What follows belongs to an exercise in optimizing a design on an open flow for small area; a production flow would make more cautious choices. In this exercise RTL edits were held to simulation tests only and were not proved equivalent to the original. No driver is modelled on the clock port, so clock power and skew are understated where the tree is cut down; a real chip needs a root buffer or a tree. Power figures rest on the tool's default switching activity, not on a simulated workload.

==> flow/design.v (excerpt) <==
module alu_design #(parameter W = 8)(
    input clk, rst, mode, ce, cin,
    input [1:0] inp_valid,
    input [7:0] opa, opb,
    input [3:0] cmd,
    output err, ov, cout, g, l, e,
    output reg [15:0] res
);
export LEC_CHECK = 0
export CAP_MARGIN = 20
export CORE_MARGIN = 2
export CORE_UTILIZATION = 52
export CTS_BUF_LIST = sky130_fd_sc_hd__clkbuf_8
export GPL_TIMING_DRIVEN = 0
export SLEW_MARGIN = 20
export SYNTH_HIERARCHICAL = 1
create_clock -name core_clock -period 7.0 [get_ports {clk}]
standard.sh (not shown) runs the stock make flow with config.mk's settings and CLKGATE_MAP_FILE= SYNTH_SCRIPT=/design/flow/synth_recipe.tcl, a recipe that flattens the netlist after the stock synthesis.
==> flow/flow/run.sh <==
#!/bin/bash
# Standard ORFS layout with these changes:
#  - synthesis maps logic with area-oriented ABC scripts (flow/synth.tcl)
#  - port buffers use the smallest buffer cell
#  - clock: flow/pre_cts.tcl replaces TritonCTS by one clock buffer per group
#    of nearby registers (three groups), each driven by the clock port
set -euo pipefail
F="$PWD/flow"
export PRE_CTS_TCL="$F/pre_cts.tcl"
export ALU_CLOCK_BUFFER=sky130_fd_sc_hd__clkbuf_8
export ALU_CLOCK_GROUPS=3
bash standard.sh SYNTH_SCRIPT="$F/synth.tcl" \
  "BUFFER_PORTS_ARGS=-buffer_cell sky130_fd_sc_hd__buf_1" \
  finish > standard.log 2>&1
Other scripts of this flow, unchanged in this note and not shown: flow/flow/area.abc, flow/flow/lut.abc, flow/flow/opnd.abc, flow/flow/pre_cts.tcl, flow/flow/synth.tcl
Edit:
CORE_UTILIZATION = 68   (was 52)
Outcome:
- The new run finished clean
- cell count is lower by 4.4%
- sequential power barely changes
- design area is lower by 0.75%
- maximum frequency barely changes
- worst setup slack is better by 20 ps
- critical path depth is unchanged
Edit:
CORE_UTILIZATION = 60   (was 68)
The new run ran to the end with no violations.
Global-route usage went down by 3.5 points.
Cell area went up slightly.
Routed wire length hardly moves.
Synthesized area does not change.
Power went up slightly.
No run of this note takes its clock network from TritonCTS; it comes from the design's own scripts or RTL.

---

== build 17 ==
Another version of the RTL of alu_design (not shown whole).
For scale: about 520 cells after synthesis, about 41 flip-flops, about 49 I/O pins.
==> flow/config.mk <==
export PLATFORM = sky130hd
export DESIGN_NAME = alu_design
export DESIGN_NICKNAME = alu_design
export VERILOG_FILES = /design/flow/design.v
export SDC_FILE = /design/flow/constraint.sdc
export NUM_CORES = 4
export LEC_CHECK = 0
export CAP_MARGIN = 20
export CORE_MARGIN = 2
export CORE_UTILIZATION = 40
export CTS_BUF_LIST = sky130_fd_sc_hd__clkbuf_8
export GPL_TIMING_DRIVEN = 0
export SLEW_MARGIN = 20
export SYNTH_HIERARCHICAL = 1
==> flow/constraint.sdc <==
create_clock -name core_clock -period 7.0 [get_ports {clk}]
set_input_delay 1.4000 -clock core_clock [delete_from_list [all_inputs] [get_ports {clk}]]
set_output_delay 1.4000 -clock core_clock [all_outputs]
set_load 0.01 [all_outputs]
==> flow/flow/run.sh <==
#!/bin/bash
# Standard ORFS layout with two changes:
#  - synthesis maps logic with an area-oriented ABC script (flow/synth.tcl)
#  - port buffers use the smallest buffer cell
set -euo pipefail
F="$PWD/flow"
bash standard.sh SYNTH_SCRIPT="$F/synth.tcl" \
  "BUFFER_PORTS_ARGS=-buffer_cell sky130_fd_sc_hd__buf_1" finish > standard.log 2>&1
==> flow/flow/area.abc <==
strash
dc2
dch -f
amap
topo
stime -c
dnsize -c
==> flow/flow/synth.tcl <==
# synth_recipe.tcl with one change: the final technology mapping uses the
# area-oriented ABC script beside this file instead of ORFS's speed script.
proc synth {args} { yosys synth -nofsm -noshare {*}$args }
set ::area_abc_script [file join [file dirname [file normalize [info script]]] area.abc]
proc abc {args} {
  set i [lsearch $args -script]
  if {$i >= 0} { lset args [expr {$i + 1}] $::area_abc_script }
  yosys abc {*}$args
}
source $::env(SCRIPTS_DIR)/synth.tcl
# left out here: clear keep_hierarchy, flatten, clean up, hide names made inside functions, write 1_2_yosys.v
Build 17 ran to completion and came out clean on the timing, DRC and antenna checks.
### build 17 -> build 26
Settings: changing CORE_UTILIZATION from 40 to 75.
==> run notes <==
Completing all stages was not enough for build 26: its layout failed the final checks because of negative setup slack.
Build 26 has slew at the pin closest to its max-slew limit above what build 17 had.
The final reports for build 26 and build 17 show clock-buffer cell count lower in the former.
Against build 17, build 26 reports a initial core utilization that is higher.
| site row count | higher: build 17 |
Core region area | build 26 below build 17
Build 26 -> build 17: area after synthesis flat
Min area growth from synthesis to final layout across build 17 and build 26: build 26
What build 75 does differently from build 26 at the input level:
Settings: changing CORE_UTILIZATION from 75 to 60.
Results
Looking across build 75 and build 26, the single run that reached the end with no open violations was build 75.
Build 26 finished every stage; the final checks, however, were not passed, the failures being negative setup slack.
Compared with build 26, build 75 shows die area higher by about 24%.
Summary of build 75 over build 26: worst-path maximum fanout shrank by 1; combinational power shrank by 14%.
Build 75 reports a lower worst hold slack across all endpoints than build 26 does.
The critical path depth in build 75 sits about 8% above the value recorded for build 26.
Post-route non-filler standard cell count grows by a few percent when moving from build 26 to build 75.
Delta (build 75 minus build 26): cell area after placement rose by 0.57%; largest stage delay on the critical path stayed essentially flat; worst setup slack rose by 0.48 ns.
Compared with build 26, build 75 shows a lower post-detailed-route wirelength per cell.
Re fraction of power consumed by combinational cells: build 75 is 0.2 points up on build 26.

re-timing with driven ports:
In the flow no input, the clock included, has a driving cell. The finished layouts below were timed again as built, in two steps.
Step 1, drivers: a clkbuf_16 drives clk and a buf_2 each remaining input, both assumed.
Step 2 also shifts input and output timing later by t, the mid clock arrival at the registers, as if the neighbouring blocks saw the same clock.
Three values: no drivers, after step 1, after step 2; two values: the first two.
run | t (ns) | slack for setup (ns) | clock arrival spread, ns | worst data-port slew with drivers (ns)
the first run of note 1 | 0.190 | 0.279 / 0.279 / 0.233 | 0.034 / 0.034 | 0.03
the second run of note 1 | 0.198 | 0.299 / 0.299 / 0.157 | 0.042 / 0.043 | 0.03
the third run of note 1 | 0.195 | 0.272 / 0.272 / 0.249 | 0.032 / 0.033 | 0.04
build 17 | 0.317 | 0.185 / 0.185 / -0.096 | 0.012 / 0.011 | 0.04
build 26 | 0.332 | -0.280 / -0.276 / -0.608 | 0.019 / 0.018 | 0.05
build 75 | 0.323 | 0.198 / 0.207 / -0.115 | 0.009 / 0.009 | 0.03
Met with ideal ports but missed after step 2: setup timing in build 17 and build 75. For build 26, which loses most, drivers alone change the setup slack by +0.004 ns; drivers and shift together by -0.328 ns.
